What follows belongs to an exercise in optimizing a design on an open flow for small area and a short achievable clock period; a production flow would make more cautious choices. Only simulation tests tie the RTL to the original design; equivalence was not proved. Power figures rest on the tool's default switching activity, not on a simulated workload.

--- flow/config.mk ---
export PLATFORM = sky130hd
export DESIGN_NAME = LegLiteSystem
export DESIGN_NICKNAME = LegLiteSystem
export VERILOG_FILES = /design/flow/design.v
export SDC_FILE = /design/flow/constraint.sdc
export NUM_CORES = 4
export LEC_CHECK = 0
export CAP_MARGIN = 20
export CORE_MARGIN = 2
export CORE_UTILIZATION = 45
export CTS_BUF_LIST = sky130_fd_sc_hd__clkbuf_16
export CTS_CLUSTER_SIZE = 20
export PLACE_DENSITY = 0.6
export SETUP_SLACK_MARGIN = 3.7
export SLEW_MARGIN = 20
export SYNTH_HIERARCHICAL = 1
export TNS_END_PERCENT = 5
--- flow/constraint.sdc ---
create_clock -name core_clock -period 10.0 [get_ports {clock}]
set_input_delay 2.0000 -clock core_clock [delete_from_list [all_inputs] [get_ports {clock}]]
set_output_delay 2.0000 -clock core_clock [all_outputs]
set_load 0.01 [all_outputs]
--- flow/design.v ---
module LegLiteSystem(
     output logic [15:0] iaddr,       
     output logic [15:0] alu_out,     
     output logic [6:0]  io_display,  
     input  logic        clock,
     input  logic        reset,       
     input  logic [15:0] idata,       
     input  logic        io_sw0,
     input  logic        io_sw1
     );
wire [3:0]  op   = idata[15:12];
wire [2:0]  rm   = idata[11:9];
wire [2:0]  rn   = idata[5:3];
wire [2:0]  rd   = idata[2:0];
wire [15:0] simm = {{10{idata[11]}}, idata[11:6]};
wire is_add  = (op == 4'd0);
wire is_ld   = (op == 4'd5);
wire is_st   = (op == 4'd6);
wire is_cbz  = (op == 4'd7);
wire is_addi = (op == 4'd8);
wire is_andi = (op == 4'd9);
logic [15:0] rf [0:6];
logic [6:0] sa, sb, ss;
Dec3 u_deca(.a(rn), .en(1'b1), .y(sa));
DecB u_decb(.a(rm), .op(op), .y(sb));
Dec3 u_decs(.a(rd), .en(1'b1), .y(ss));
logic [15:0] xa, xb, xs;
wire use_imm = op[3] | (op[1] ^ op[0]);
wire [15:0] opc = simm & {16{use_imm}};
for (genvar j = 0; j < 16; j++) begin : g_rdp
     logic [6:0] col;
     for (genvar k = 0; k < 7; k++) begin : g_c
          assign col[k] = rf[k][j];
     end
     Rd7 u_ra(.sel(sa), .d(col), .y(xa[j]));
     Rd7B u_rb(.sel(sb), .d(col), .c(opc[j]), .y(xb[j]));
     Rd7 u_rs(.sel(ss), .d(col), .y(xs[j]));
end
wire [15:0] sum;
Alu16 u_alu(.a(xa), .b(xb), .andi(op[3] & op[0]), .s(sum));
assign alu_out = sum;
logic [15:0] mem [0:127];
wire [8:0] alo;
Add8 u_aadd(.a(xa[7:0]), .b(simm[7:0]), .s(alo));
wire [7:0] ahi = xa[15:8];
wire hi0  = (ahi == 8'h00);
wire hi1  = (ahi == 8'h01);
wire hiff = (ahi == 8'hff);
wire in_mem = simm[15] ? (alo[8] ? hi0 : hi1) : (alo[8] ? hiff : hi0);
wire [6:0] widx = alo[7:1];
wire is_sw  = (sum == 16'hfff0);    
wire is_dsp = (sum == 16'hfffa);
logic [127:0] wsel;
always_comb
     for (int k = 0; k < 128; k++) wsel[k] = (widx == k[6:0]);
logic [15:0] mrd;
for (genvar j = 0; j < 16; j++) begin : g_rd
     logic [127:0] col;
     for (genvar k = 0; k < 128; k++) begin : g_col
          assign col[k] = mem[k][j];
     end
     MemReadBit u_rd(.d(col), .sel(wsel), .y(mrd[j]));
end
wire mem_we = is_st && in_mem;
always_ff @(posedge clock)
     for (int k = 0; k < 128; k++)
          if (mem_we && wsel[k]) mem[k] <= xs;
always_ff @(posedge clock)
     if (is_st && is_dsp) io_display <= xs[6:0];
wire rf_we = (is_add || is_ld || is_addi || is_andi) && (rd != 3'd7);
wire ld_mem = op[2] && in_mem;
wire [15:0] wrest = op[2] ? ((is_sw && !in_mem) ? {14'd0, io_sw1, io_sw0} : 16'd0) : alu_out;
logic [15:0] wdata;
for (genvar j = 0; j < 16; j++) begin : g_wb
     Ao21 u_wb(.a(mrd[j]), .b(ld_mem), .c(wrest[j]), .y(wdata[j]));
end
always_ff @(posedge clock)
     if (rf_we) rf[rd] <= wdata;
logic [15:1] pc;
wire take = is_cbz && (xa == 16'd0);
always_ff @(posedge clock)
     if (reset) pc <= 15'd0;
     else pc <= pc + (take ? simm[14:0] : 15'd1);
assign iaddr = {pc, 1'b0};
endmodule
module MemReadBit(
     input  logic [127:0] d,
     input  logic [127:0] sel,
     output logic         y
     );
logic [42:0] t;    
for (genvar g = 0; g < 42; g++) begin : g_aoi
     Aoi222 u_aoi(.a0(d[3*g]), .b0(sel[3*g]), .a1(d[3*g+1]), .b1(sel[3*g+1]),
              .a2(d[3*g+2]), .b2(sel[3*g+2]), .y(t[g]));
end
Aoi22 u_last(.a0(d[126]), .b0(sel[126]), .a1(d[127]), .b1(sel[127]), .y(t[42]));
logic [10:0] u;    
for (genvar g = 0; g < 10; g++) begin : g_nand
     Nand4 u_nand(.a(t[4*g]), .b(t[4*g+1]), .c(t[4*g+2]), .d(t[4*g+3]), .y(u[g]));
end
assign u[10] = ~(t[40] & t[41] & t[42]);
logic [2:0] v;     
Nor4 u_v0(.a(u[0]), .b(u[1]), .c(u[2]), .d(u[3]), .y(v[0]));
Nor4 u_v1(.a(u[4]), .b(u[5]), .c(u[6]), .d(u[7]), .y(v[1]));
assign v[2] = ~(u[8] | u[9] | u[10]);
assign y = ~(v[0] & v[1] & v[2]);
endmodule
module Aoi222(input logic a0, b0, a1, b1, a2, b2, output logic y);
assign y = ~((a0 & b0) | (a1 & b1) | (a2 & b2));
endmodule
module Aoi22(input logic a0, b0, a1, b1, output logic y);
assign y = ~((a0 & b0) | (a1 & b1));
endmodule
module Nand4(input logic a, b, c, d, output logic y);
assign y = ~(a & b & c & d);
endmodule
module Nor4(input logic a, b, c, d, output logic y);
assign y = ~(a | b | c | d);
endmodule
module Alu16(
     input  logic [15:0] a,
     input  logic [15:0] b,
     input  logic        andi,
     output logic [15:0] s
     );
wire andin = ~andi;
logic [15:0] gn0, tn0, x0;
for (genvar i = 0; i < 16; i++) begin : g_in
     Nand3 u_g(.a(a[i]), .b(b[i]), .c(andin), .y(gn0[i]));
     Nor2 u_t(.a(a[i]), .b(b[i]), .y(tn0[i]));
     AluX u_x(.a(a[i]), .b(b[i]), .andi(andi), .x(x0[i]));
end
logic [15:0] g1, t1, g2n, t2n, g3, t3, g4n;
for (genvar i = 0; i < 16; i++) begin : g_l1
     if (i >= 1) begin : g_op
          Oai21 u_g(.a(tn0[i]), .b(gn0[i-1]), .c(gn0[i]), .y(g1[i]));
          Nor2 u_t(.a(tn0[i]), .b(tn0[i-1]), .y(t1[i]));
     end else begin : g_pass
          Inv u_g(.a(gn0[i]), .y(g1[i]));
          Inv u_t(.a(tn0[i]), .y(t1[i]));
     end
end
for (genvar i = 0; i < 16; i++) begin : g_l2
     if (i >= 2) begin : g_op
          Aoi21 u_g(.a(t1[i]), .b(g1[i-2]), .c(g1[i]), .y(g2n[i]));
          Nand2 u_t(.a(t1[i]), .b(t1[i-2]), .y(t2n[i]));
     end else begin : g_pass
          Inv u_g(.a(g1[i]), .y(g2n[i]));
          Inv u_t(.a(t1[i]), .y(t2n[i]));
     end
end
for (genvar i = 0; i < 16; i++) begin : g_l3
     if (i >= 4) begin : g_op
          Oai21 u_g(.a(t2n[i]), .b(g2n[i-4]), .c(g2n[i]), .y(g3[i]));
          Nor2 u_t(.a(t2n[i]), .b(t2n[i-4]), .y(t3[i]));
     end else begin : g_pass
          Inv u_g(.a(g2n[i]), .y(g3[i]));
          Inv u_t(.a(t2n[i]), .y(t3[i]));
     end
end
for (genvar i = 8; i < 16; i++) begin : g_l4
     Aoi21 u_g(.a(t3[i]), .b(g3[i-8]), .c(g3[i]), .y(g4n[i]));
end
assign g4n[7:0] = 8'd0;    
assign s[0] = x0[0];
assign s[1] = ~(x0[1] ^ gn0[0]);
assign s[2] = x0[2] ^ g1[1];
assign s[3] = ~(x0[3] ^ g2n[2]);
assign s[4] = ~(x0[4] ^ g2n[3]);
for (genvar i = 5; i <= 8; i++) begin : g_s3
     assign s[i] = x0[i] ^ g3[i-1];
end
for (genvar i = 9; i <= 15; i++) begin : g_s4
     assign s[i] = ~(x0[i] ^ g4n[i-1]);
end
endmodule
module AluX(
     input  logic a, b, andi,
     output logic x
     );
assign x = andi ? (a & b) : (a ^ b);
endmodule
module Aoi21(input logic a, b, c, output logic y);
assign y = ~((a & b) | c);
endmodule
module Oai21(input logic a, b, c, output logic y);
assign y = ~((a | b) & c);
endmodule
module Nand2(input logic a, b, output logic y);
assign y = ~(a & b);
endmodule
module Nor2(input logic a, b, output logic y);
assign y = ~(a | b);
endmodule
module Inv(input logic a, output logic y);
assign y = ~a;
endmodule
module Dec3(
     input  logic [2:0] a,
     input  logic       en,
     output logic [6:0] y
     );
for (genvar k = 0; k < 7; k++) begin : g_y
     assign y[k] = en && (a == k);
end
endmodule
module DecB(
     input  logic [2:0] a,
     input  logic [3:0] op,
     output logic [6:0] y
     );
logic nadd, o32n, o1n;
Nor2 u_o32(.a(op[3]), .b(op[2]), .y(o32n));
Inv u_o1(.a(op[1]), .y(o1n));
Nand2 u_add(.a(o32n), .b(o1n), .y(nadd));
logic [2:0] an;
for (genvar i = 0; i < 3; i++) begin : g_inv
     Inv u_i(.a(a[i]), .y(an[i]));
end
for (genvar k = 0; k < 7; k++) begin : g_y
     logic dn;
     Nand3 u_d(.a(k[0] ? a[0] : an[0]), .b(k[1] ? a[1] : an[1]), .c(k[2] ? a[2] : an[2]), .y(dn));
     Nor2 u_y(.a(dn), .b(nadd), .y(y[k]));
end
endmodule
module Nand3(input logic a, b, c, output logic y);
assign y = ~(a & b & c);
endmodule
module Rd7B(
     input  logic [6:0] sel,
     input  logic [6:0] d,
     input  logic       c,
     output logic       y
     );
assign y = |(sel & d) | c;
endmodule
module Rd7(
     input  logic [6:0] sel,
     input  logic [6:0] d,
     output logic       y
     );
assign y = |(sel & d);
endmodule
module Add8(
     input  logic [7:0] a,
     input  logic [7:0] b,
     output logic [8:0] s
     );
wire [7:0] g0 = a & b;
wire [7:0] t0 = a | b;
wire [7:0] x0 = a ^ b;
logic [7:0] g1n, t1n, g2, t2, g3n;
for (genvar i = 1; i < 8; i++) begin : g_l1
     Aoi21 u_g(.a(t0[i]), .b(g0[i-1]), .c(g0[i]), .y(g1n[i]));
     Nand2 u_t(.a(t0[i]), .b(t0[i-1]), .y(t1n[i]));
end
for (genvar i = 2; i < 8; i++) begin : g_l2
     if (i >= 3) begin : g_op
          Oai21 u_g(.a(t1n[i]), .b(g1n[i-2]), .c(g1n[i]), .y(g2[i]));
          Nor2 u_t(.a(t1n[i]), .b(t1n[i-2]), .y(t2[i]));
     end else begin : g_op0
          Oai21 u_g(.a(t1n[i]), .b(~g0[0]), .c(g1n[i]), .y(g2[i]));
          Nor2 u_t(.a(t1n[i]), .b(~t0[0]), .y(t2[i]));
     end
end
for (genvar i = 4; i < 8; i++) begin : g_l3
     Aoi21 u_g(.a(t2[i]), .b(g2[i-4]), .c(g2[i]), .y(g3n[i]));
end
assign g2[0] = g0[0];
assign g2[1] = ~g1n[1];
assign t2[1:0] = 2'b00;    
assign s[0] = x0[0];
assign s[1] = x0[1] ^ g0[0];
assign s[2] = ~(x0[2] ^ g1n[1]);
assign s[3] = x0[3] ^ g2[2];
assign s[4] = x0[4] ^ g2[3];
for (genvar i = 5; i <= 7; i++) begin : g_s3
     assign s[i] = ~(x0[i] ^ g3n[i-1]);
end
assign s[8] = ~g3n[7];
endmodule
module Ao21(input logic a, b, c, output logic y);
assign y = (a & b) | c;
endmodule
--- flow/run.sh ---
#!/bin/bash
# synth_recipe.tcl (not shown) runs the flow's synth.tcl, then flattens the netlist and writes it again
# the make line also repeats each setting of config.mk as NAME=value (left out here)
make -C /OpenROAD-flow-scripts/flow DESIGN_CONFIG=/design/flow/config.mk WORK_HOME=/design/flow/orfs CLKGATE_MAP_FILE= SYNTH_SCRIPT=/design/flow/synth_recipe.tcl finish
==> results of run 1 <==
## worst min-delay path by stage
stage / end / cells past startpoint
finish: pc[15] / 2
global route: pc[15] / 2
CTS: pc[15] / 2
detailed placement: pc[15] / 2
global placement: pc[15] / 2
floorplan: pc[15] / 2
## cells by family (layout without fill, tap and decap cells)
group,after synthesis,count (layout),share of synthesized area (%)
AO/OA/AOI/OAI,950,950,11.2
XOR/XNOR,31,31,0.339
adder cells (fa/ha/maj),42,42,0.665
buffers and inverters,97,1005,0.479
flip-flops,2182,2182,81.5
multiplexers,23,23,0.395
other,2,22,0.00937
AND/OR/NAND/NOR,794,796,5.35
## modules after synthesis, one instance, submodules excluded, excerpt
module / times used / cells inside / area [sq um]
Nor4: 32 / 1 / 12.5
Ao21: 16 / 1 / 7.51
Rd7B: 16 / 5 / 41.3
Oai21: 31 / 1 / 5.00
Aoi21: 31 / 1 / 8.76
Alu16: 1 / 17 / 143
Nor2: 46 / 1 / 3.75
Nand3: 22 / 1 / 5.00
Aoi222: 672 / 1 / 10.0
Rd7: 32 / 4 / 30.0
Aoi22: 16 / 1 / 12.5
Nand4: 160 / 1 / 6.26
## layout by cell type, fill, tap and decap left out, drive strengths merged, types with 95 or more instances in the layout
cell type	n
nand4	165
a222oi	704
a22oi	96
nand3	97
buf	522
nor2	323
edfxtp	2167
inv	95
clkbuf	212
clkinv	101
## power by group through the flow
stage               Combinational, W  Sequential, W  Clock [W]
finish                       0.00198         0.0102    0.00787
global route                 0.00202         0.0102    0.00832
CTS                          0.00191         0.0102    0.00797
detailed placement           0.00151         0.0104          0
global placement             0.00149         0.0104          0
floorplan                   0.000675         0.0104          0
## metal layers
metal	vias up	share of wire, %	global-route usage (%)
met5	-	0	0
met4	0	3.8	8.91
met3	461	12	5.19
met2	3467	46	40.1
met1	25100	38	37.5
li1	20100	-	-
## sequential cells by signal (all words and copies together), names as in the netlist
register    count
rf            112
mem          2048
io_display      7
pc             15
## tightest hold or removal path: stages, from the launching register on
cell	delay, ns
dfxtp_1	0.34
xor2_1	0.07
nor2_1	0.07
## final cells by class
cell class / instances / area [sq um] / share of cell area, %
inverter: 44 / 175 / 0.181
antenna: 7 / 17.5 / 0.0181
clock inverter: 177 / 1620 / 1.67
timing repair buffer: 572 / 5200 / 5.38
clock buffer: 212 / 5310 / 5.48
multi-input combinational: 1857 / 16200 / 16.7
tap: 2340 / 2930 / 3.02
sequential: 2182 / 65400 / 67.5
## metrics by stage
stage / cells / hold WS, ns
after global placement: 6814 / 0.497
after floorplan: 4134 / 0.544
after detailed placement: 6815 / 0.519
final: 7391 / 0.518
after global routing: 7385 / 0.560
after CTS: 7380 / 0.533
## synthesized netlist by cell type (21+ instances only)
cell	instances	area, sq um
a21oi_1	21	105
nand3_1	96	480
clkbuf_1	41	154
nor2_1	323	1210
a21oi_2	31	272
a222oi_1	704	7050
o21ai_1	33	165
nor2b_1	32	200
ha_1	41	513
a22oi_1	80	601
nor4_2	34	425
nand4_1	165	1030
edfxtp_1	2167	65100
inv_1	44	165
nand2_1	57	214
## timing repair
item                                    4_1_cts  5_1_grt
endpoints found under the setup margin     1816      164
resized for setup                           437        9
gates cloned                                 11        0
buffers inserted                            165        3
pin swaps                                   144       12
==> flow_metrics.py, run 1 <==
metrics = {
    "outcome": {
        "outcome": "finished clean",
    },
    "die": {
        "die_w_microns": 426,
        "core_sq_mm": 0.177,
        "start_util_pct": 45.4,
        "ios": 59,
        "die_h_microns": 426,
        "rows": 154,
        "dieArea_sq_mm": 0.182,
    },
    "logic_synthesis": {
        "yosys.cell_types.count": 58,
        "synth_seq_area_share_pct": 81.5,
        "synth_edf_count": 2167,
        "async_flop_share_pct": 0,
        "synthCells": 4121,
        "ys_ff_latch": 2182,
        "synth_area_sq_mm": 0.0802,
        "yosys_warnings": 8,
        "avgSynthCellArea_sq_um": 19.5,
        "synthFlopType": "edfxtp_1",
    },
    "clocking": {
        "cts_tree": "built",
        "path_clk_slew_ns": 0.06,
        "hold_buffers": 0,
        "h-tree-depth": 4,
        "clockRootBuffer": "clkbuf_16",
        "numCtsBuffers": 211,
        "cts_buffer_depth": 3,
        "clkSinkCount": 2182,
        "insertion_delay_ns": 0.86,
    },
    "sta": {
        "maxSlewViolCount": 0,
        "post-route-period-util_pct": 69.0,
        "period_minus_slack_ns": 6.90,
        "setup_tns_ns": 0,
        "hold_viol_final": 0,
        "fmax_ghz": 0.145,
        "report.final.setup_viol": 0,
        "fin_skew_ns": 0.0412,
        "tightestPinTransition_ns": 1.20,
        "final.setup.worst_slack_ns": 3.10,
        "rsz0062_at_grt": "true",
        "maxSlewHeadroom_pct": 19.9,
    },
    "detailed_routing": {
        "ant_nets": 0,
        "drt_iter0_drc": 10500,
        "dr.pass1.iters": 14,
        "drcViolationCount": 0,
        "drt-vias-per-instance": 6.65,
        "wl_per_cell_microns": 32.6,
        "via_count": 49100,
        "wirelength_mm": 241,
    },
    "pwr": {
        "clkPwrFrac_pct": 39.3,
        "swShare_pct": 23.7,
        "total_power_w": 0.0200,
        "internal_power_w": 0.0153,
        "ir_drop_mv": 0.206,
        "power-per-cell-area_mw_per_mm2": 207,
        "p_leak_nw": 31.9,
        "p_sw_w": 0.00476,
        "p_comb_share_pct": 9.9,
        "seq_power_share_pct": 50.8,
    },
    "critical_path": {
        "worstSetupStartpointType": "input port",
        "r2r_slack_ns": 4.19,
        "critPathCapture": "rf[2][9]",
        "crit_path_end_kind": "flop",
        "rr_startpoint": "rf[3][1]",
        "worst_path_max_delay_cell": "nor4_4",
        "path_buf_inv": 6,
        "cp.depth": 22,
        "crit_arrival_ns": 7.45,
        "crit_path_frequent_cell": "buf_12",
        "critical_path.startpoint": "idata[3]",
        "path_delay_family": "simple AND/OR/NAND/NOR gates",
        "r2r-end": "rf[2][9]",
        "crit_fanout": 16,
        "cp_cell_sequence": "bufbuf_16 -> and4b_4 -> a22oi_1 -> nand3_2 -> inv_2 -> ha_4 -> inv_4 -> nand2_4 -> o21ai_4 -> buf_12 -> xor2_4 -> nor2_4 -> buf_12 -> nand2_8 -> nor2_1 -> buf_4 -> a222oi_1 -> nand4_1 -> nor4_4 -> nand3_1 -> or4_4 -> a21o_1",
        "critical_path_required_ns": 10.55,
        "crit_type": "in2reg",
        "r2r_cells": 18,
        "worst_path_largest_cell_delay_ns": 0.62,
    },
    "placed_design": {
        "io_buffers": 57,
        "dp_hpwl_mm": 143,
        "place_ws_ns": 0.649,
        "place_area_sq_mm": 0.0863,
        "gp_congestion": 0.907,
    },
    "min_path": {
        "min-delay-start": "pc[15]",
        "hold_path_class": "reg2reg",
    },
    "global_route": {
        "grt_max_degree": 89,
        "grt_antenna_before_repair": 4,
        "grtUsageTotal_pct": 26.2,
        "overflow": 0,
        "grt_pass1_wl_mm": 341,
        "grt_pass1_vias": 46100,
    },
    "flow_run": {
        "cap_violations": 0,
    },
    "finish": {
        "syn_to_final_growth_pct": 20.7,
        "stdcell_area_sq_mm": 0.0968,
        "fillCellCount": 13400,
        "drive_gt1_share_pct": 23.1,
        "post-route-util_pct": 54.8,
        "fin_nets": 4930,
    },
}
==> run 2: changes to the inputs <==
--- a/flow/config.mk
+++ b/flow/config.mk
@@ -9,6 +9,7 @@
 export CORE_MARGIN = 2
-export CORE_UTILIZATION = 45
-export CTS_BUF_LIST = sky130_fd_sc_hd__clkbuf_16
-export CTS_CLUSTER_SIZE = 20
-export PLACE_DENSITY = 0.6
+export CORE_UTILIZATION = 55
+export CTS_BUF_LIST = sky130_fd_sc_hd__clkbuf_8
+export CTS_CLUSTER_DIAMETER = 50
+export CTS_CLUSTER_SIZE = 14
+export PLACE_DENSITY = 0.68
 export SETUP_SLACK_MARGIN = 3.7
==> flow_metrics.py, run 2 <==
metrics = {
    "detailed_routing": {
        "wirelength_mm": 229,
        "wl_per_cell_microns": 33.8,
        "via_count": 48400,
        "dr.pass1.iters": 22,
        "drcViolationCount": 0,
        "drt-vias-per-instance": 7.14,
        "ant_nets": 0,
        "drt_iter0_drc": 9816,
    },
    "die": {
        "die_w_microns": 386,
        "die_h_microns": 386,
        "rows": 140,
        "core_sq_mm": 0.145,
        "ios": 59,
        "start_util_pct": 55.2,
        "dieArea_sq_mm": 0.149,
    },
    "critical_path": {
        "r2r_cells": 22,
        "r2r-end": "rf[5][9]",
        "crit_type": "in2reg",
        "worstSetupStartpointType": "input port",
        "crit_path_end_kind": "flop",
        "rr_startpoint": "rf[0][1]",
        "crit_arrival_ns": 7.55,
        "crit_fanout": 10,
        "r2r_slack_ns": 4.07,
        "critical_path_required_ns": 10.70,
    },
    "flow_run": {
        "cap_violations": 0,
    },
    "clocking": {
        "clockRootBuffer": "clkbuf_8",
        "numCtsBuffers": 185,
        "cts_buffer_depth": 3,
        "clkSinkCount": 2182,
        "h-tree-depth": 4,
        "path_clk_slew_ns": 0.09,
        "cts_tree": "built",
        "insertion_delay_ns": 0.99,
    },
    "placed_design": {
        "place_ws_ns": 0.542,
        "dp_hpwl_mm": 139,
        "gp_congestion": 0.912,
        "io_buffers": 57,
    },
    "min_path": {
        "min-delay-start": "pc[15]",
        "min_delay_path_depth": 2,
        "hold_path_class": "reg2reg",
        "worstHoldEndpoint": "pc[15]",
    },
    "outcome": {
        "outcome": "finished clean",
    },
    "finish": {
        "regMostFlops": "mem",
        "syn_to_final_growth_pct": 14.4,
        "drive_gt1_share_pct": 21.7,
        "layout_commonest_cell": "edfxtp_1",
        "fillCellCount": 9803,
        "final_cell_mix": "edfxtp_1, a222oi_1, buf_4",
        "fin_nets": 4844,
        "largest_reg_flops": 2048,
        "top_regs": "mem: 2048 flops, rf: 112 flops, pc: 15 flops",
        "post-route-util_pct": 63.2,
    },
    "sta": {
        "tightestPinTransition_ns": 1.19,
        "post-route-period-util_pct": 68.5,
        "fin_hold_ws_ns": 0.524,
        "hold_viol_final": 0,
        "setup_tns_ns": 0,
        "period_minus_slack_ns": 6.85,
        "rsz0062_at_grt": "true",
        "maxSlewHeadroom_pct": 20.3,
        "fmax_ghz": 0.146,
        "final.setup.worst_slack_ns": 3.15,
        "fin_skew_ns": 0.0884,
        "report.final.setup_viol": 0,
        "maxSlewViolCount": 0,
    },
    "global_route": {
        "grt_antenna_before_repair": 6,
        "grtUsageTotal_pct": 30.2,
        "grt_max_degree": 100,
        "overflow": 0,
        "grt_pass1_wl_mm": 322,
        "grt_pass1_vias": 45300,
    },
    "pwr": {
        "ir_drop_mv": 0.136,
        "p_leak_nw": 29.6,
        "power-per-cell-area_mw_per_mm2": 184,
    },
    "logic_synthesis": {
        "synth_edf_count": 2167,
        "async_flop_share_pct": 0,
        "yosys_warnings": 8,
        "synth_top_area_share_pct": 81.2,
        "yosysMostFrequentCell": "edfxtp_1",
        "synth_top_cell_by_area": "edfxtp_1",
        "synthCells": 4121,
        "synthTopCellsByArea": "edfxtp_1, a222oi_1, nor2_1, nand4_1, a22oi_1",
        "synthTopCellsByCount": "edfxtp_1, a222oi_1, nor2_1",
        "avgSynthCellArea_sq_um": 19.5,
        "yosys.cell_types.count": 58,
        "synth_seq_area_share_pct": 81.5,
        "synth_area_sq_mm": 0.0802,
        "ys_ff_latch": 2182,
        "synthFlopType": "edfxtp_1",
    },
}
-- run 2: cell count changes in the layout (fill, tap and decap cells not counted), moves of 22 or more --
cell,before,now
buf_4,417,386
clkbuf_16,212,1
clkbuf_8,0,189
clkinv_1,49,11
clkinv_2,39,8
inv_1,79,55
nor2_2,27,49
-- run 2: critical path: stages --
cell	delay, ns
buf_12	0.10
and4b_2	0.28
a222oi_1	0.38
nand3_2	0.21
buf_4	0.19
ha_2	0.20
a21oi_4	0.15
o21ai_4	0.09
a21oi_4	0.17
xnor2_4	0.18
nand3b_1	0.22
buf_12	0.17
buf_6	0.12
nor2_1	0.04
buf_6	0.12
a222oi_1	0.75
nand4_1	0.57
nor4_4	0.52
buf_4	0.20
nand3_4	0.10
or4_4	0.49
a21o_4	0.26
-- run 2: worst max path at each step --
| stage | start | end | slack, ns |
|---|---|---|---|
| 2_1_floorplan | idata[14] | alu_out[14] | 3.70 |
| 3_3_place_gp | idata[5] | rf[4][9] | 0.60 |
| 3_5_place_dp | idata[5] | rf[4][9] | 0.54 |
| 4_1_cts | idata[4] | rf[4][9] | 3.47 |
| 5_1_grt | idata[3] | rf[6][8] | 3.28 |
| 6_report | idata[5] | rf[5][9] | 3.15 |
-- run 2: per-module statistics from Yosys, one instance, submodules excluded, excerpt --
module | times used | cells inside | cell area (sq um)
Aoi21 | 31 | 1 | 8.76
Rd7B | 16 | 5 | 41.3
Aoi22 | 16 | 1 | 12.5
Oai21 | 31 | 1 | 5.00
AluX | 16 | 2 | 27.5
Nor2 | 46 | 1 | 3.75
-- run 2: cell families after synthesis --
family,share of synthesized area (%)
AND/OR/NAND/NOR,5.35
flip-flops,81.5
other,0.00937
multiplexers,0.395
AO/OA/AOI/OAI,11.2
adder cells (fa/ha/maj),0.665
buffers and inverters,0.479
XOR/XNOR,0.339
-- run 2: layer usage --
metal / vias to the layer above / global-route usage [%] / share of wire (%)
met4: 8 / 11.8 / 4.5
met3: 496 / 7.75 / 14
li1: 19800 / - / -
met2: 3717 / 46.3 / 46
met5: - / 0 / 0.021
met1: 24300 / 42.0 / 36
-- run 2: layout make-up --
| class | count | area [sq um] | area share [%] |
|---|---|---|---|
| multi-input cells | 1860 | 16100 | 17.5 |
| well taps | 1917 | 2400 | 2.61 |
| clock inverters | 72 | 626 | 0.682 |
| flip-flops and latches | 2182 | 65400 | 71.2 |
| inverters | 44 | 170 | 0.185 |
| repair buffers | 509 | 4510 | 4.91 |
| clock buffers | 189 | 2600 | 2.84 |
| diodes | 1 | 2.50 | 0.00273 |
-- run 2: where the power goes --
| part | internal, W | total (W) | switching, W |
|---|---|---|---|
| sequential | 0.0102 | 0.0102 | 0.00000837 |
| combinational | 0.000595 | 0.00190 | 0.00130 |
| clock | 0.00196 | 0.00480 | 0.00284 |
| total | 0.0127 | 0.0169 | 0.00415 |
-- run 2: stage by stage --
step | area [sq um] | total power (W) | instances
floorplan | 80300 | 0.0111 | 4134
global placement | 85600 | 0.0118 | 6364
detailed placement | 85700 | 0.0119 | 6369
CTS | 91100 | 0.0167 | 6735
global route | 91800 | 0.0173 | 6774
finish | 91800 | 0.0169 | 6774
-- run 2: what timing repair did --
action                                  in CTS  in global routing
pin swaps                                  141                 46
gates resized for setup                    380                 58
setup buffers                               98                 35
gates cloned                                 7                  2
hold buffers                                 0                  0
endpoints found under the hold margin        0                  0
endpoints found under the setup margin    1224                128
==> run 3: changes to the inputs <==
--- a/flow/design.v
+++ b/flow/design.v
@@ -49,8 +49,10 @@
 wire in_mem = simm[15] ? (alo[8] ? hi0 : hi1) : (alo[8] ? hiff : hi0);
-wire [6:0] widx = alo[7:1];
 wire is_sw  = (sum == 16'hfff0);    
 wire is_dsp = (sum == 16'hfffa);
+logic [7:0]  wlo;
+logic [31:0] whi;
+SumDec u_sdec(.a(xa[7:0]), .b(simm[7:0]), .lo(wlo), .hi(whi));
 logic [127:0] wsel;
 always_comb
-     for (int k = 0; k < 128; k++) wsel[k] = (widx == k[6:0]);
+     for (int k = 0; k < 128; k++) wsel[k] = wlo[k % 8] && whi[k / 4];
 logic [15:0] mrd;
@@ -85,2 +87,29 @@
 endmodule
+module SumDec(
+     input  logic [7:0]  a,
+     input  logic [7:0]  b,
+     output logic [7:0]  lo,
+     output logic [31:0] hi
+     );
+logic [1:0][1:0] z [2:7];
+logic [1:0] z1;
+for (genvar k = 0; k < 2; k++) begin : g_z1
+     assign z1[k] = ((a[1] ^ b[1] ^ k[0]) == (a[0] & b[0]));
+end
+for (genvar i = 2; i < 8; i++) begin : g_z
+     for (genvar kp = 0; kp < 2; kp++) begin : g_kp
+          for (genvar k = 0; k < 2; k++) begin : g_k
+               assign z[i][kp][k] = ((a[i] ^ b[i] ^ k[0]) ==
+                                     ((a[i-1] == b[i-1]) ? a[i-1] : !kp[0]));
+          end
+     end
+end
+for (genvar w = 0; w < 8; w++) begin : g_lo
+     assign lo[w] = z1[w % 2] && z[2][w % 2][(w / 2) % 2] && z[3][(w / 2) % 2][(w / 4) % 2];
+end
+for (genvar w = 0; w < 32; w++) begin : g_hi
+     assign hi[w] = z[4][w % 2][(w / 2) % 2] && z[5][(w / 2) % 2][(w / 4) % 2] &&
+                    z[6][(w / 4) % 2][(w / 8) % 2] && z[7][(w / 8) % 2][(w / 16) % 2];
+end
+endmodule
 module MemReadBit(
@@ -100,3 +129,3 @@
 end
-assign u[10] = ~(t[40] & t[41] & t[42]);
+Nand3 u_n10(.a(t[40]), .b(t[41]), .c(t[42]), .y(u[10]));
 logic [2:0] v;     
@@ -104,4 +133,4 @@
 Nor4 u_v1(.a(u[4]), .b(u[5]), .c(u[6]), .d(u[7]), .y(v[1]));
-assign v[2] = ~(u[8] | u[9] | u[10]);
-assign y = ~(v[0] & v[1] & v[2]);
+Nor3 u_v2(.a(u[8]), .b(u[9]), .c(u[10]), .y(v[2]));
+Nand3 u_y(.a(v[0]), .b(v[1]), .c(v[2]), .y(y));
 endmodule
@@ -225,2 +254,5 @@
 endmodule
+module Nor3(input logic a, b, c, output logic y);
+assign y = ~(a | b | c);
+endmodule
 module Nand3(input logic a, b, c, output logic y);
--- a/flow/config.mk
+++ b/flow/config.mk
@@ -14,3 +14,3 @@
 export PLACE_DENSITY = 0.68
-export SETUP_SLACK_MARGIN = 3.7
+export SETUP_SLACK_MARGIN = 3.9
 export SLEW_MARGIN = 20
==> flow_metrics.py, run 3 <==
metrics = {
    "critical_path": {
        "crit_type": "in2out",
        "crit_fanout": 5,
        "path_delay_family": "simple AND/OR/NAND/NOR gates",
        "worst_path_max_delay_cell": "nor2_4",
        "crit_path_end_kind": "output port",
        "r2r_cells": 14,
        "rr_startpoint": "rf[0][3]",
        "r2r-end": "rf[6][6]",
        "r2r_slack_ns": 4.70,
        "critical_path_required_ns": 8.00,
        "cp_cell_sequence": "buf_8 -> buf_12 -> nor2_4 -> nand2_8 -> nor2_4 -> buf_12 -> a22o_1 -> a221oi_2 -> nand3_2 -> nand3_4 -> o21ai_4 -> a21oi_2 -> buf_4 -> o21ai_4 -> buf_4 -> xor2_2 -> buf_2",
        "worstSetupStartpointType": "input port",
        "path_buf_inv": 6,
        "crit_arrival_ns": 4.48,
        "worst_path_largest_cell_delay_ns": 0.27,
    },
    "global_route": {
        "grtUsageTotal_pct": 29.2,
        "grt_antenna_before_repair": 8,
        "grt_max_degree": 101,
        "grt_pass1_wl_mm": 319,
        "grt_pass1_vias": 45100,
        "overflow": 0,
    },
    "sta": {
        "fin_skew_ns": 0.0582,
        "report.final.setup_viol": 0,
        "period_minus_slack_ns": 6.48,
        "fin_hold_ws_ns": 0.541,
        "maxSlewViolCount": 0,
        "post-route-period-util_pct": 64.8,
        "setup_tns_ns": 0,
        "tightestPinTransition_ns": 1.23,
        "rsz0062_at_grt": "true",
        "fmax_ghz": 0.154,
        "hold_viol_final": 0,
        "final.setup.worst_slack_ns": 3.52,
        "maxSlewHeadroom_pct": 17.2,
    },
    "detailed_routing": {
        "ant_nets": 0,
        "dr.pass1.iters": 15,
        "drt_iter0_drc": 10100,
        "drt-vias-per-instance": 7.34,
        "wl_per_cell_microns": 34.4,
        "via_count": 48000,
        "wirelength_mm": 225,
        "drcViolationCount": 0,
    },
    "die": {
        "start_util_pct": 55.2,
        "rows": 141,
        "dieArea_sq_mm": 0.151,
        "core_sq_mm": 0.147,
        "die_h_microns": 388,
        "die_w_microns": 388,
        "ios": 59,
    },
    "pwr": {
        "ir_drop_mv": 0.119,
        "seq_power_share_pct": 61.3,
        "p_comb_share_pct": 10.1,
        "swShare_pct": 24.6,
        "internal_power_w": 0.0125,
        "p_sw_w": 0.00407,
        "p_leak_nw": 29.4,
        "power-per-cell-area_mw_per_mm2": 182,
        "clkPwrFrac_pct": 28.7,
    },
    "logic_synthesis": {
        "synthCells": 4138,
        "avgSynthCellArea_sq_um": 19.6,
        "yosys_warnings": 10,
        "synth_area_sq_mm": 0.0812,
    },
    "min_path": {
        "hold_path_class": "reg2reg",
        "worstHoldEndpoint": "pc[12]",
        "min_delay_path_depth": 2,
        "min-delay-start": "pc[12]",
    },
    "placed_design": {
        "dp_hpwl_mm": 133,
        "gp_congestion": 0.933,
        "place_area_sq_mm": 0.0851,
        "io_buffers": 57,
        "place_ws_ns": 1.53,
    },
    "finish": {
        "fin_nets": 4610,
        "largest_reg_flops": 2048,
        "syn_to_final_growth_pct": 12.4,
        "top_regs": "mem: 2048 flops, rf: 112 flops, pc: 15 flops",
        "stdcell_area_sq_mm": 0.0913,
        "regMostFlops": "mem",
        "final_cell_mix": "edfxtp_1, a222oi_1, clkbuf_8",
        "layout_commonest_cell": "edfxtp_1",
        "drive_gt1_share_pct": 18.9,
    },
    "clocking": {
        "numCtsBuffers": 189,
        "cts_tree": "built",
        "clkSinkCount": 2182,
        "cts_buffer_depth": 3,
        "insertion_delay_ns": 0.97,
        "h-tree-depth": 4,
        "clockRootBuffer": "clkbuf_8",
        "path_clk_slew_ns": 0.08,
    },
    "outcome": {
        "outcome": "finished clean",
    },
    "flow_run": {
        "cap_violations": 0,
    },
}
-- run 3: how the worst max path moves through the flow --
stage               from           to  slack (ns)  cells after the start
2_1_floorplan   idata[4]  alu_out[14]        3.91                      9
3_3_place_gp   idata[11]  alu_out[10]        1.54                     12
3_5_place_dp    idata[5]     rf[0][1]        1.53                     15
4_1_cts        idata[14]  alu_out[10]        3.63                     14
5_1_grt        idata[14]  alu_out[14]        3.44                     17
6_report       idata[14]   alu_out[7]        3.52                     17
-- run 3: final cells by class --
type | instances | area, sq um
sequential | 2182 | 65400
antenna | 2 | 5.00
clock inverter | 60 | 529
clock buffer | 193 | 2660
multi-input combinational | 1878 | 17800
tap | 1930 | 2410
fill | 10200 | 55900
inverter | 52 | 204
timing repair buffer | 234 | 2300
-- run 3: timing repair --
item,in CTS,in global routing
gates cloned,8,0
pin swaps,123,93
endpoints found under the setup margin,1833,1727
gates resized for setup,388,153
hold buffers,0,0
setup buffers,94,10
-- run 3: per-stage QoR --
step / util (%) / power, W / cells
after floorplan: - / 0.0110 / 4151
after global placement: 57.8 / 0.0117 / 6160
after detailed placement: 57.8 / 0.0117 / 6164
after CTS: 61.6 / 0.0165 / 6519
after global routing: 62.0 / 0.0170 / 6531
final: 62.0 / 0.0166 / 6531
-- run 3: worst register-to-register path, stage by stage (launching register included) --
cell,delay (ns)
edfxtp_1,0.48
a222oi_1,0.40
nand3_2,0.31
buf_4,0.24
inv_1,0.09
ha_4,0.28
xor2_4,0.24
a211oi_4,0.05
buf_4,0.33
and2_2,0.42
a222oi_1,0.60
nand4_1,0.48
nor4_4,0.52
nand3_1,0.24
a21o_1,0.33
-- run 3: layer usage --
| metal | GRT usage, % | wire length, microns | vias up |
|---|---|---|---|
| li1 | - | - | 19500 |
| met1 | 42.5 | 84200 | 24600 |
| met2 | 44.7 | 105000 | 3473 |
| met3 | 6.20 | 28300 | 435 |
| met4 | 9.18 | 7230 | 0 |
| met5 | 0 | 0 | - |
-- run 3: power by group through the flow --
stage | clock network (W) | logic (W) | registers (W)
4_1_cts | 0.00481 | 0.00153 | 0.0102
2_1_floorplan | 0 | 0.000622 | 0.0104
3_3_place_gp | 0 | 0.00133 | 0.0104
6_report | 0.00475 | 0.00167 | 0.0102
5_1_grt | 0.00511 | 0.00170 | 0.0102
3_5_place_dp | 0 | 0.00136 | 0.0104
==> run 4: changes to the inputs <==
--- a/flow/design.v
+++ b/flow/design.v
@@ -23,5 +23,5 @@
 logic [6:0] sa, sb, ss;
-Dec3 u_deca(.a(rn), .en(1'b1), .y(sa));
+Dec3 u_deca(.a(rn), .y(sa));
 DecB u_decb(.a(rm), .op(op), .y(sb));
-Dec3 u_decs(.a(rd), .en(1'b1), .y(ss));
+Dec3 u_decs(.a(rd), .y(ss));
 logic [15:0] xa, xb, xs;
@@ -209,3 +209,5 @@
      );
-assign x = andi ? (a & b) : (a ^ b);
+wire n = ~(a & b);
+wire o = a | b;
+assign x = o & (n ^ andi);
 endmodule
@@ -228,3 +230,2 @@
      input  logic [2:0] a,
-     input  logic       en,
      output logic [6:0] y
@@ -232,3 +233,3 @@
 for (genvar k = 0; k < 7; k++) begin : g_y
-     assign y[k] = en && (a == k);
+     assign y[k] = (a == k);
 end
@@ -240,6 +241,4 @@
      );
-logic nadd, o32n, o1n;
-Nor2 u_o32(.a(op[3]), .b(op[2]), .y(o32n));
-Inv u_o1(.a(op[1]), .y(o1n));
-Nand2 u_add(.a(o32n), .b(o1n), .y(nadd));
+logic isadd;
+Nor3 u_add(.a(op[3]), .b(op[2]), .c(op[1]), .y(isadd));
 logic [2:0] an;
@@ -251,5 +250,8 @@
      Nand3 u_d(.a(k[0] ? a[0] : an[0]), .b(k[1] ? a[1] : an[1]), .c(k[2] ? a[2] : an[2]), .y(dn));
-     Nor2 u_y(.a(dn), .b(nadd), .y(y[k]));
+     Nor2b u_y(.a(dn), .bn(isadd), .y(y[k]));
 end
 endmodule
+module Nor2b(input logic a, bn, output logic y);
+assign y = ~(a | ~bn);
+endmodule
 module Nor3(input logic a, b, c, output logic y);
--- a/flow/config.mk
+++ b/flow/config.mk
@@ -7,3 +7,3 @@
 export LEC_CHECK = 0
-export CAP_MARGIN = 20
+export CAP_MARGIN = 10
 export CORE_MARGIN = 2
@@ -13,5 +13,5 @@
 export CTS_CLUSTER_SIZE = 14
-export PLACE_DENSITY = 0.68
-export SETUP_SLACK_MARGIN = 3.9
-export SLEW_MARGIN = 20
+export PLACE_DENSITY = 0.72
+export SETUP_SLACK_MARGIN = 4.0
+export SLEW_MARGIN = 10
 export SYNTH_HIERARCHICAL = 1
==> flow_metrics.py, run 4 <==
metrics = {
    "global_route": {
        "overflow": 0,
        "grt_use_met3_pct": 6.78,
        "grt_pass1_vias": 45300,
        "grt.busiest_layer": "met2",
        "grt_use_met2_pct": 43.2,
        "grt_pass1_wl_mm": 312,
        "grt_max_degree": 129,
        "grt_antenna_before_repair": 5,
        "grtUsageTotal_pct": 28.4,
        "use_met1_pct": 40.4,
    },
    "outcome": {
        "outcome": "finished clean",
    },
    "clocking": {
        "cts_buffer_depth": 3,
        "clockRootBuffer": "clkbuf_8",
        "h-tree-depth": 4,
        "path_clk_slew_ns": 0.07,
        "hold_buffers": 0,
        "numCtsBuffers": 190,
        "insertion_delay_ns": 1.00,
        "cts_tree": "built",
        "clkSinkCount": 2182,
    },
    "critical_path": {
        "critPathCapture": "alu_out[11]",
        "r2r_cells": 13,
        "cp_cell_sequence": "buf_4 -> and3b_4 -> buf_12 -> a222oi_1 -> nand3_1 -> buf_4 -> nor2_4 -> o21ai_4 -> a21oi_4 -> buf_6 -> inv_1 -> a21oi_2 -> xnor2_2 -> buf_4 -> buf_6",
        "crit_type": "in2out",
        "critical_path.startpoint": "idata[3]",
        "crit_fanout": 8,
        "crit_arrival_ns": 4.51,
        "r2r-end": "rf[6][3]",
        "worstSetupStartpointType": "input port",
        "crit_path_frequent_cell": "buf_4",
        "worst_path_largest_cell_delay_ns": 0.32,
        "r2r_slack_ns": 4.60,
        "crit_path_end_kind": "output port",
        "critical_path_required_ns": 8.00,
        "rr_startpoint": "rf[0][1]",
        "worst_path_max_delay_cell": "a222oi_1",
    },
    "sta": {
        "maxSlewViolCount": 0,
        "final.setup.worst_slack_ns": 3.49,
        "fmax_ghz": 0.154,
        "report.final.setup_viol": 0,
        "rsz0062_at_grt": "true",
        "tightestPinTransition_ns": 1.28,
        "fin_skew_ns": 0.0809,
        "period_minus_slack_ns": 6.51,
        "post-route-period-util_pct": 65.1,
        "hold_viol_final": 0,
        "maxSlewHeadroom_pct": 14.7,
        "setup_tns_ns": 0,
    },
    "finish": {
        "regMostFlops": "mem",
        "fin_nets": 4595,
        "syn_to_final_growth_pct": 11.7,
        "fillCellCount": 9988,
        "drive_gt1_share_pct": 17.5,
        "layout_commonest_cell": "edfxtp_1",
        "final_cell_mix": "edfxtp_1, a222oi_1, clkbuf_8",
        "largest_reg_flops": 2048,
        "top_regs": "mem: 2048 flops, rf: 112 flops, pc: 15 flops",
    },
    "detailed_routing": {
        "drcViolationCount": 0,
        "ant_nets": 0,
        "drt-vias-per-instance": 7.33,
        "wirelength_mm": 220,
        "drt_iter0_drc": 9638,
        "via_count": 47900,
        "wl_per_cell_microns": 33.6,
        "dr.pass1.iters": 14,
    },
    "pwr": {
        "power-per-cell-area_mw_per_mm2": 188,
        "p_leak_nw": 28.9,
        "ir_drop_mv": 0.184,
    },
    "die": {
        "dieArea_sq_mm": 0.151,
        "die_w_microns": 388,
        "die_h_microns": 388,
        "ios": 59,
        "rows": 140,
        "core_sq_mm": 0.146,
        "start_util_pct": 55.5,
    },
    "placed_design": {
        "dp_hpwl_mm": 131,
        "gp_congestion": 0.925,
        "io_buffers": 57,
        "place_ws_ns": 1.34,
    },
    "min_path": {
        "hold_path_class": "reg2reg",
    },
    "logic_synthesis": {
        "avgSynthCellArea_sq_um": 19.6,
        "yosys_warnings": 10,
        "synth_area_sq_mm": 0.0812,
        "synthCells": 4151,
    },
    "flow_run": {
        "cap_violations": 0,
    },
}
[run 4: final cells by class]
class                   count  area (sq um)  area share [%]
well taps                1917          2400            2.65
inverters                  51           191           0.211
repair buffers            238          2260            2.49
clock buffers             191          2630            2.90
clock inverters            77           672           0.741
multi-input cells        1875         17100            18.9
flip-flops and latches   2182         65400            72.1
diodes                      3          7.51         0.00828
[run 4: per-layer routing]
metal  wire [microns]  up-vias
li1                 -    19500
met1            80200    24300
met2           101000     3567
met3            29300      485
met4             8890        6
met5               35        -
[run 4: how the worst min path moves through the flow]
| stage | startpoint | endpoint | slack [ns] | cells after the start |
|---|---|---|---|---|
| 2_1_floorplan | pc[12] | pc[12] | 0.53 | 2 |
| 3_3_place_gp | pc[12] | pc[12] | 0.52 | 2 |
| 3_5_place_dp | pc[12] | pc[12] | 0.54 | 2 |
| 4_1_cts | pc[12] | pc[12] | 0.55 | 2 |
| 5_1_grt | pc[12] | pc[12] | 0.59 | 2 |
| 6_report | pc[12] | pc[12] | 0.55 | 2 |
[run 4: per-stage QoR]
step / hold slack (ns) / instance area, sq um / utilization (%) / total power, W / instances
3_5_place_dp: 0.543 / 85000 / 58.2 / 0.0120 / 6148
2_1_floorplan: 0.530 / 81200 / - / 0.0112 / 4151
3_3_place_gp: 0.520 / 85000 / 58.2 / 0.0120 / 6148
5_1_grt: 0.586 / 90600 / 62.0 / 0.0174 / 6532
6_report: 0.552 / 90600 / 62.0 / 0.0170 / 6534
4_1_cts: 0.554 / 90200 / 61.7 / 0.0169 / 6503
[run 4: timing repair]
| item | CTS | global route |
|---|---|---|
| setup buffers | 83 | 27 |
| cloned | 4 | 1 |
| endpoints found under the setup margin | 2193 | 165 |
| pin swaps | 79 | 55 |
| hold endpoints to repair | 0 | 0 |
| resized for setup | 310 | 82 |
[run 4: critical path, delay by kind of cell]
kind                   cells  cell delay, ns
XOR/XNOR                   1            0.13
AO/OA/AOI/OAI              4            0.80
buffers and inverters      7            0.98
AND/OR/NAND/NOR            3            0.59
[run 4: where the power goes]
part | total (W) | internal (W) | switching [W]
Sequential | 0.0102 | 0.0102 | 0.00000771
Clock | 0.00486 | 0.00192 | 0.00294
Combinational | 0.00193 | 0.000548 | 0.00138
Total | 0.0170 | 0.0127 | 0.00433
==> run 5: changes to the inputs <==
--- a/flow/config.mk
+++ b/flow/config.mk
@@ -9,3 +9,3 @@
 export CORE_MARGIN = 2
-export CORE_UTILIZATION = 55
+export CORE_UTILIZATION = 60
 export CTS_BUF_LIST = sky130_fd_sc_hd__clkbuf_8
@@ -13,3 +13,3 @@
 export CTS_CLUSTER_SIZE = 14
-export PLACE_DENSITY = 0.72
+export PLACE_DENSITY = 0.76
 export SETUP_SLACK_MARGIN = 4.0
==> flow_metrics.py, run 5 <==
metrics = {
    "outcome": {
        "outcome": "finished clean",
    },
    "placed_design": {
        "io_buffers": 57,
        "place_ws_ns": 1.25,
        "gp_congestion": 0.946,
        "dp_hpwl_mm": 130,
        "place_area_sq_mm": 0.0847,
    },
    "logic_synthesis": {
        "synth_area_sq_mm": 0.0812,
        "yosys_warnings": 10,
        "synthCells": 4151,
        "avgSynthCellArea_sq_um": 19.6,
    },
    "detailed_routing": {
        "ant_nets": 0,
        "wirelength_mm": 224,
        "via_count": 48800,
        "drt_iter0_drc": 10900,
        "dr.pass1.iters": 15,
        "drcViolationCount": 0,
        "drt-vias-per-instance": 7.62,
        "wl_per_cell_microns": 34.9,
    },
    "die": {
        "rows": 134,
        "start_util_pct": 60.7,
        "dieArea_sq_mm": 0.138,
        "die_h_microns": 372,
        "die_w_microns": 372,
        "ios": 59,
        "core_sq_mm": 0.134,
    },
    "critical_path": {
        "r2r_slack_ns": 4.67,
        "crit_path_frequent_cell": "buf_6",
        "crit_path_end_kind": "output port",
        "path_delay_family": "compound AO/OA/AOI/OAI gates",
        "critical_path.startpoint": "idata[10]",
        "path_buf_inv": 7,
        "critical_path_required_ns": 8.00,
        "worst_path_largest_cell_delay_ns": 0.24,
        "crit_fanout": 12,
        "worstSetupStartpointType": "input port",
        "worst_path_max_delay_cell": "a221oi_4",
        "cp_cell_sequence": "buf_8 -> inv_2 -> nand3_2 -> nor2b_4 -> buf_12 -> a22o_1 -> a221oi_4 -> nand3_4 -> nor2_4 -> o21ai_4 -> a21oi_4 -> buf_6 -> inv_1 -> a21oi_2 -> xnor2_2 -> buf_6 -> buf_6",
        "crit_arrival_ns": 4.44,
        "rr_startpoint": "rf[0][3]",
        "crit_type": "in2out",
    },
    "global_route": {
        "grtUsageTotal_pct": 31.6,
        "grt_pass1_vias": 45700,
        "grt_antenna_before_repair": 4,
        "grt_pass1_wl_mm": 315,
        "overflow": 0,
        "grt_max_degree": 93,
    },
    "sta": {
        "post-route-period-util_pct": 64.4,
        "hold_viol_final": 0,
        "fmax_ghz": 0.155,
        "fin_skew_ns": 0.0501,
        "final.setup.worst_slack_ns": 3.56,
        "rsz0062_at_grt": "true",
        "period_minus_slack_ns": 6.44,
        "maxSlewViolCount": 0,
        "setup_tns_ns": 0,
        "report.final.setup_viol": 0,
        "tightestPinTransition_ns": 1.24,
        "maxSlewHeadroom_pct": 17.4,
    },
    "clocking": {
        "hold_buffers": 0,
        "cts_tree": "built",
        "numCtsBuffers": 186,
        "h-tree-depth": 4,
        "cts_buffer_depth": 3,
        "insertion_delay_ns": 0.98,
        "clkSinkCount": 2182,
        "path_clk_slew_ns": 0.08,
        "clockRootBuffer": "clkbuf_8",
    },
    "finish": {
        "stdcell_area_sq_mm": 0.0911,
        "regMostFlops": "mem",
        "layout_commonest_cell": "edfxtp_1",
        "syn_to_final_growth_pct": 12.2,
        "largest_reg_flops": 2048,
        "fin_nets": 4619,
        "drive_gt1_share_pct": 19.2,
        "final_cell_mix": "edfxtp_1, a222oi_1, clkbuf_8",
        "top_regs": "mem: 2048 flops, rf: 112 flops, pc: 15 flops",
    },
    "pwr": {
        "power-per-cell-area_mw_per_mm2": 187,
        "ir_drop_mv": 0.151,
        "total_power_w": 0.0170,
        "p_leak_nw": 29.2,
    },
    "min_path": {
        "hold_path_class": "reg2reg",
        "min-delay-start": "pc[12]",
    },
    "flow_run": {
        "cap_violations": 0,
    },
}
==> run 5: area by class of cell <==
cell class	count	area, sq um
sequential	2182	65400
fill	8237	42700
multi-input combinational	1875	17400
clock buffer	188	2590
timing repair buffer	266	2580
tap	1768	2210
clock inverter	61	648
inverter	51	200
antenna	11	27.5
==> run 5: final timing paths <==
check	endpoint	cells past startpoint
max reg2reg	rf[5][9]	14
min reg2reg	pc[12]	2
max	alu_out[11]	17
min	pc[12]	2
==> run 5: per-stage QoR <==
stage                     hold slack (ns)  utilization (%)  cells
after floorplan                     0.530                -   4151
after global placement              0.513             63.3   5993
after detailed placement            0.534             63.3   5993
after CTS                           0.547             67.2   6338
after global routing                0.573             68.0   6394
final                               0.546             68.1   6402
==> run 5: routing by layer <==
metal | global-route usage, % | up-vias | part of all wire (%)
li1 | - | 19600 | -
met1 | 44.4 | 24600 | 35
met2 | 48.1 | 4110 | 46
met3 | 8.62 | 508 | 15
met4 | 11.3 | 2 | 3.8
met5 | 0.874 | - | 0.074
==> run 5: worst min-delay path, cell delays in order (launching register included) <==
cell     delay [ns]
dfxtp_1        0.36
nand3_1        0.08
a21oi_1        0.06
==> run 5: power by group <==
part	leakage (nW)	internal, W	switching [W]
registers	19.8	0.0102	0.00000851
clock network	1.71	0.00196	0.00286
logic	7.75	0.000584	0.00139
total	29.2	0.0128	0.00426
==> run 5: repair_timing <==
item / CTS / global route
pin swaps: 107 / 135
setup endpoints to repair: 2193 / 1667
gates cloned: 5 / 2
setup buffers: 91 / 51
resized for setup: 362 / 162
==> run 6: changes to the inputs <==
--- a/flow/design.v
+++ b/flow/design.v
@@ -38,5 +38,4 @@
 end
-wire [15:0] sum;
-Alu16 u_alu(.a(xa), .b(xb), .andi(op[3] & op[0]), .s(sum));
-assign alu_out = sum;
+wire [15:0] sum;     
+Alu16 u_alu(.a(xa), .b(xb), .andi(op[3] & op[0]), .s(alu_out), .si(sum));
 logic [15:0] mem [0:127];
@@ -73,3 +72,3 @@
 wire ld_mem = op[2] && in_mem;
-wire [15:0] wrest = op[2] ? ((is_sw && !in_mem) ? {14'd0, io_sw1, io_sw0} : 16'd0) : alu_out;
+wire [15:0] wrest = op[2] ? ((is_sw && !in_mem) ? {14'd0, io_sw1, io_sw0} : 16'd0) : sum;
 logic [15:0] wdata;
@@ -152,3 +151,4 @@
      input  logic        andi,
-     output logic [15:0] s
+     output logic [15:0] s,
+     output logic [15:0] si    
      );
@@ -193,12 +193,21 @@
 assign g4n[7:0] = 8'd0;    
-assign s[0] = x0[0];
-assign s[1] = ~(x0[1] ^ gn0[0]);
-assign s[2] = x0[2] ^ g1[1];
-assign s[3] = ~(x0[3] ^ g2n[2]);
-assign s[4] = ~(x0[4] ^ g2n[3]);
-for (genvar i = 5; i <= 8; i++) begin : g_s3
-     assign s[i] = x0[i] ^ g3[i-1];
-end
-for (genvar i = 9; i <= 15; i++) begin : g_s4
-     assign s[i] = ~(x0[i] ^ g4n[i-1]);
+logic [15:0] cc;    
+assign cc[0] = 1'b0;
+assign cc[1] = gn0[0];
+assign cc[2] = g1[1];
+assign cc[3] = g2n[2];
+assign cc[4] = g2n[3];
+assign cc[8:5] = g3[7:4];
+assign cc[15:9] = g4n[14:8];
+for (genvar i = 0; i < 16; i++) begin : g_sum
+     if (i == 0) begin : g_b0
+          assign s[i] = x0[i];
+          assign si[i] = x0[i];
+     end else if (i == 1 || i == 3 || i == 4 || i >= 9) begin : g_inv
+          Xnor2 u_s(.a(x0[i]), .b(cc[i]), .y(s[i]));
+          Xnor2 u_si(.a(x0[i]), .b(cc[i]), .y(si[i]));
+     end else begin : g_true
+          Xor2 u_s(.a(x0[i]), .b(cc[i]), .y(s[i]));
+          Xor2 u_si(.a(x0[i]), .b(cc[i]), .y(si[i]));
+     end
 end
@@ -253,2 +262,8 @@
 endmodule
+module Xor2(input logic a, b, output logic y);
+assign y = a ^ b;
+endmodule
+module Xnor2(input logic a, b, output logic y);
+assign y = ~(a ^ b);
+endmodule
 module Nor2b(input logic a, bn, output logic y);
@@ -268,3 +283,7 @@
      );
-assign y = |(sel & d) | c;
+logic t0, t1, t2;    
+Aoi222 u_t0(.a0(d[0]), .b0(sel[0]), .a1(d[1]), .b1(sel[1]), .a2(d[2]), .b2(sel[2]), .y(t0));
+Aoi222 u_t1(.a0(d[3]), .b0(sel[3]), .a1(d[4]), .b1(sel[4]), .a2(d[5]), .b2(sel[5]), .y(t1));
+Aoi21 u_t2(.a(d[6]), .b(sel[6]), .c(c), .y(t2));
+Nand3 u_y(.a(t0), .b(t1), .c(t2), .y(y));
 endmodule
@@ -275,3 +294,7 @@
      );
-assign y = |(sel & d);
+logic t0, t1, t2;    
+Aoi222 u_t0(.a0(d[0]), .b0(sel[0]), .a1(d[1]), .b1(sel[1]), .a2(d[2]), .b2(sel[2]), .y(t0));
+Aoi222 u_t1(.a0(d[3]), .b0(sel[3]), .a1(d[4]), .b1(sel[4]), .a2(d[5]), .b2(sel[5]), .y(t1));
+Nand2 u_t2(.a(d[6]), .b(sel[6]), .y(t2));
+Nand3 u_y(.a(t0), .b(t1), .c(t2), .y(y));
 endmodule
--- a/flow/config.mk
+++ b/flow/config.mk
@@ -9,3 +9,3 @@
 export CORE_MARGIN = 2
-export CORE_UTILIZATION = 60
+export CORE_UTILIZATION = 55
 export CTS_BUF_LIST = sky130_fd_sc_hd__clkbuf_8
@@ -13,3 +13,3 @@
 export CTS_CLUSTER_SIZE = 14
-export PLACE_DENSITY = 0.76
+export PLACE_DENSITY = 0.72
 export SETUP_SLACK_MARGIN = 4.0
==> flow_metrics.py, run 6 <==
metrics = {
    "outcome": {
        "outcome": "finished clean",
    },
    "clocking": {
        "cts_buffer_depth": 3,
        "h-tree-depth": 4,
        "numCtsBuffers": 185,
        "clkSinkCount": 2182,
        "path_clk_slew_ns": 0.08,
        "cts_tree": "built",
        "insertion_delay_ns": 0.94,
        "clockRootBuffer": "clkbuf_8",
    },
    "global_route": {
        "grt_pass1_vias": 45100,
        "grt_max_degree": 129,
        "grt_antenna_before_repair": 6,
        "overflow": 0,
        "grt_pass1_wl_mm": 311,
        "grtUsageTotal_pct": 28.3,
    },
    "finish": {
        "fin_nets": 4584,
        "layout_commonest_cell": "edfxtp_1",
        "fin_cells": 6509,
        "drive_gt1_share_pct": 16.4,
        "fillCellCount": 10100,
        "regMostFlops": "mem",
        "top_regs": "mem: 2048 flops, rf: 112 flops, pc: 15 flops",
        "syn_to_final_growth_pct": 11.1,
        "final_cell_mix": "edfxtp_1, a222oi_1, clkbuf_8",
        "largest_reg_flops": 2048,
    },
    "die": {
        "start_util_pct": 55.5,
        "ios": 59,
        "die_w_microns": 388,
        "rows": 140,
        "core_sq_mm": 0.146,
        "dieArea_sq_mm": 0.151,
        "die_h_microns": 388,
    },
    "logic_synthesis": {
        "avgSynthCellArea_sq_um": 19.5,
        "synthCells": 4151,
        "synth_area_sq_mm": 0.0811,
        "yosys_warnings": 10,
    },
    "critical_path": {
        "worstSetupStartpointType": "input port",
        "r2r_cells": 14,
        "crit_arrival_ns": 4.52,
        "crit_path_end_kind": "output port",
        "critical_path.startpoint": "idata[14]",
        "crit_type": "in2out",
        "critical_path_required_ns": 8.00,
        "r2r-end": "rf[4][5]",
        "critPathCapture": "alu_out[15]",
        "rr_startpoint": "rf[3][4]",
        "r2r_slack_ns": 4.54,
        "crit_fanout": 8,
    },
    "sta": {
        "fin_skew_ns": 0.0462,
        "maxSlewHeadroom_pct": 19.3,
        "tightestPinTransition_ns": 1.21,
        "setup_tns_ns": 0,
        "rsz0062_at_grt": "true",
        "period_minus_slack_ns": 6.52,
        "hold_viol_final": 0,
        "final.setup.worst_slack_ns": 3.48,
        "post-route-period-util_pct": 65.2,
        "report.final.setup_viol": 0,
        "maxSlewViolCount": 0,
        "fin_hold_ws_ns": 0.540,
        "fmax_ghz": 0.153,
    },
    "pwr": {
        "p_sw_w": 0.00415,
        "total_power_w": 0.0167,
        "p_comb_share_pct": 11.1,
        "power-per-cell-area_mw_per_mm2": 185,
        "swShare_pct": 24.9,
        "clkPwrFrac_pct": 27.7,
        "p_leak_nw": 28.7,
        "internal_power_w": 0.0125,
        "ir_drop_mv": 0.135,
        "seq_power_share_pct": 61.2,
    },
    "flow_run": {
        "cap_violations": 0,
    },
    "min_path": {
        "hold_path_class": "reg2reg",
        "min_delay_path_depth": 2,
    },
    "placed_design": {
        "place_ws_ns": 1.33,
        "gp_congestion": 0.915,
        "io_buffers": 57,
        "dp.cells": 6154,
        "dp_hpwl_mm": 130,
    },
    "detailed_routing": {
        "drt-vias-per-instance": 7.34,
        "drt_iter0_drc": 10300,
        "ant_nets": 0,
        "dr.pass1.iters": 17,
        "via_count": 47800,
        "drcViolationCount": 0,
        "wl_per_cell_microns": 33.6,
        "wirelength_mm": 219,
    },
}
run 6: cell type report:
type | instances | area, sq um | area share (%)
flip-flops and latches | 2182 | 65400 | 72.5
multi-input cells | 1871 | 16900 | 18.8
clock buffers | 188 | 2590 | 2.87
well taps | 1917 | 2400 | 2.66
repair buffers | 236 | 2150 | 2.39
clock inverters | 62 | 477 | 0.529
inverters | 51 | 198 | 0.219
diodes | 2 | 5.00 | 0.00555
run 6: worst min-delay path by stage:
stage,start,end
floorplan,pc[12],pc[12]
global placement,pc[12],pc[12]
detailed placement,pc[12],pc[12]
CTS,pc[12],pc[12]
global route,pc[12],pc[12]
finish,pc[12],pc[12]
run 6: timing repair:
action / CTS / global route
buffers inserted: 90 / 10
endpoints found under the hold margin: 0 / 0
hold buffers: 0 / 0
gates resized for setup: 348 / 27
setup endpoints to repair: 2192 / 129
cloned: 2 / 0
pin swaps: 110 / 24
run 6: critical path, cell delays in order:
cell	delay (ns)
buf_8	0.10
buf_8	0.11
nor3_4	0.32
nor2b_4	0.32
buf_4	0.24
a222oi_1	0.15
nand3_4	0.18
nand3_2	0.16
o21ai_2	0.23
a21oi_2	0.09
o21ai_1	0.17
a21oi_2	0.07
xnor2_1	0.19
buf_2	0.17
run 6: through the flow:
stage	cell area [sq um]	util, %
global route	90100	61.7
finish	90100	61.7
detailed placement	85000	58.2
CTS	89900	61.6
global placement	85000	58.2
floorplan	81200	-
run 6: power by group through the flow:
stage	registers (W)	clock network [W]	logic, W
after floorplan	0.0105	0	0.000754
after global placement	0.0104	0	0.00156
after detailed placement	0.0104	0	0.00159
after CTS	0.0102	0.00466	0.00175
after global routing	0.0102	0.00498	0.00188
final	0.0102	0.00462	0.00185
run 6: routing by layer:
| layer | wire [microns] | GRT usage [%] |
|---|---|---|
| met5 | 0 | 0 |
| met4 | 9500 | 10.8 |
| met2 | 101000 | 43.6 |
| met3 | 29200 | 6.71 |
| met1 | 79300 | 39.7 |

## port drivers added, routing unchanged
In the flow no input, the clock included, has a driving cell. The finished layouts below were timed again as built, in two steps. Step 1 (the two cells are an assumption about what drives the block):
set clk [get_ports {clock}]
set_driving_cell -lib_cell sky130_fd_sc_hd__clkbuf_16 $clk
set_driving_cell -lib_cell sky130_fd_sc_hd__buf_2 [delete_from_list [all_inputs] $clk]
Step 2 adds t to the input delays and takes it off the output delays; t is the mean of the earliest and latest rising clock arrival at the registers after step 1. Input paths then give back, and output paths get back, about the clock's delay inside the block. Three values: ideal, step 1, step 2; two values: the first two.
| run | t, ns | slack for setup (ns) | worst register clock-pin slew, ns |
|---|---|---|---|
| run 1 | 0.920 | 3.099 / 3.075 / 2.155 | 0.07 / 0.07 |
| run 2 | 1.018 | 3.151 / 3.072 / 2.054 | 0.10 / 0.10 |
| run 3 | 1.014 | 3.520 / 3.469 / 2.777 | 0.10 / 0.10 |
| run 4 | 1.037 | 3.494 / 3.462 / 2.609 | 0.10 / 0.10 |
| run 5 | 1.038 | 3.558 / 3.494 / 2.753 | 0.10 / 0.10 |
| run 6 | 1.003 | 3.476 / 3.402 / 2.496 | 0.10 / 0.10 |
After both steps setup and hold are still met in every run listed. The setup slack of run 2, which loses most, moves by -0.079 ns with the drivers and by -1.097 ns with both steps.
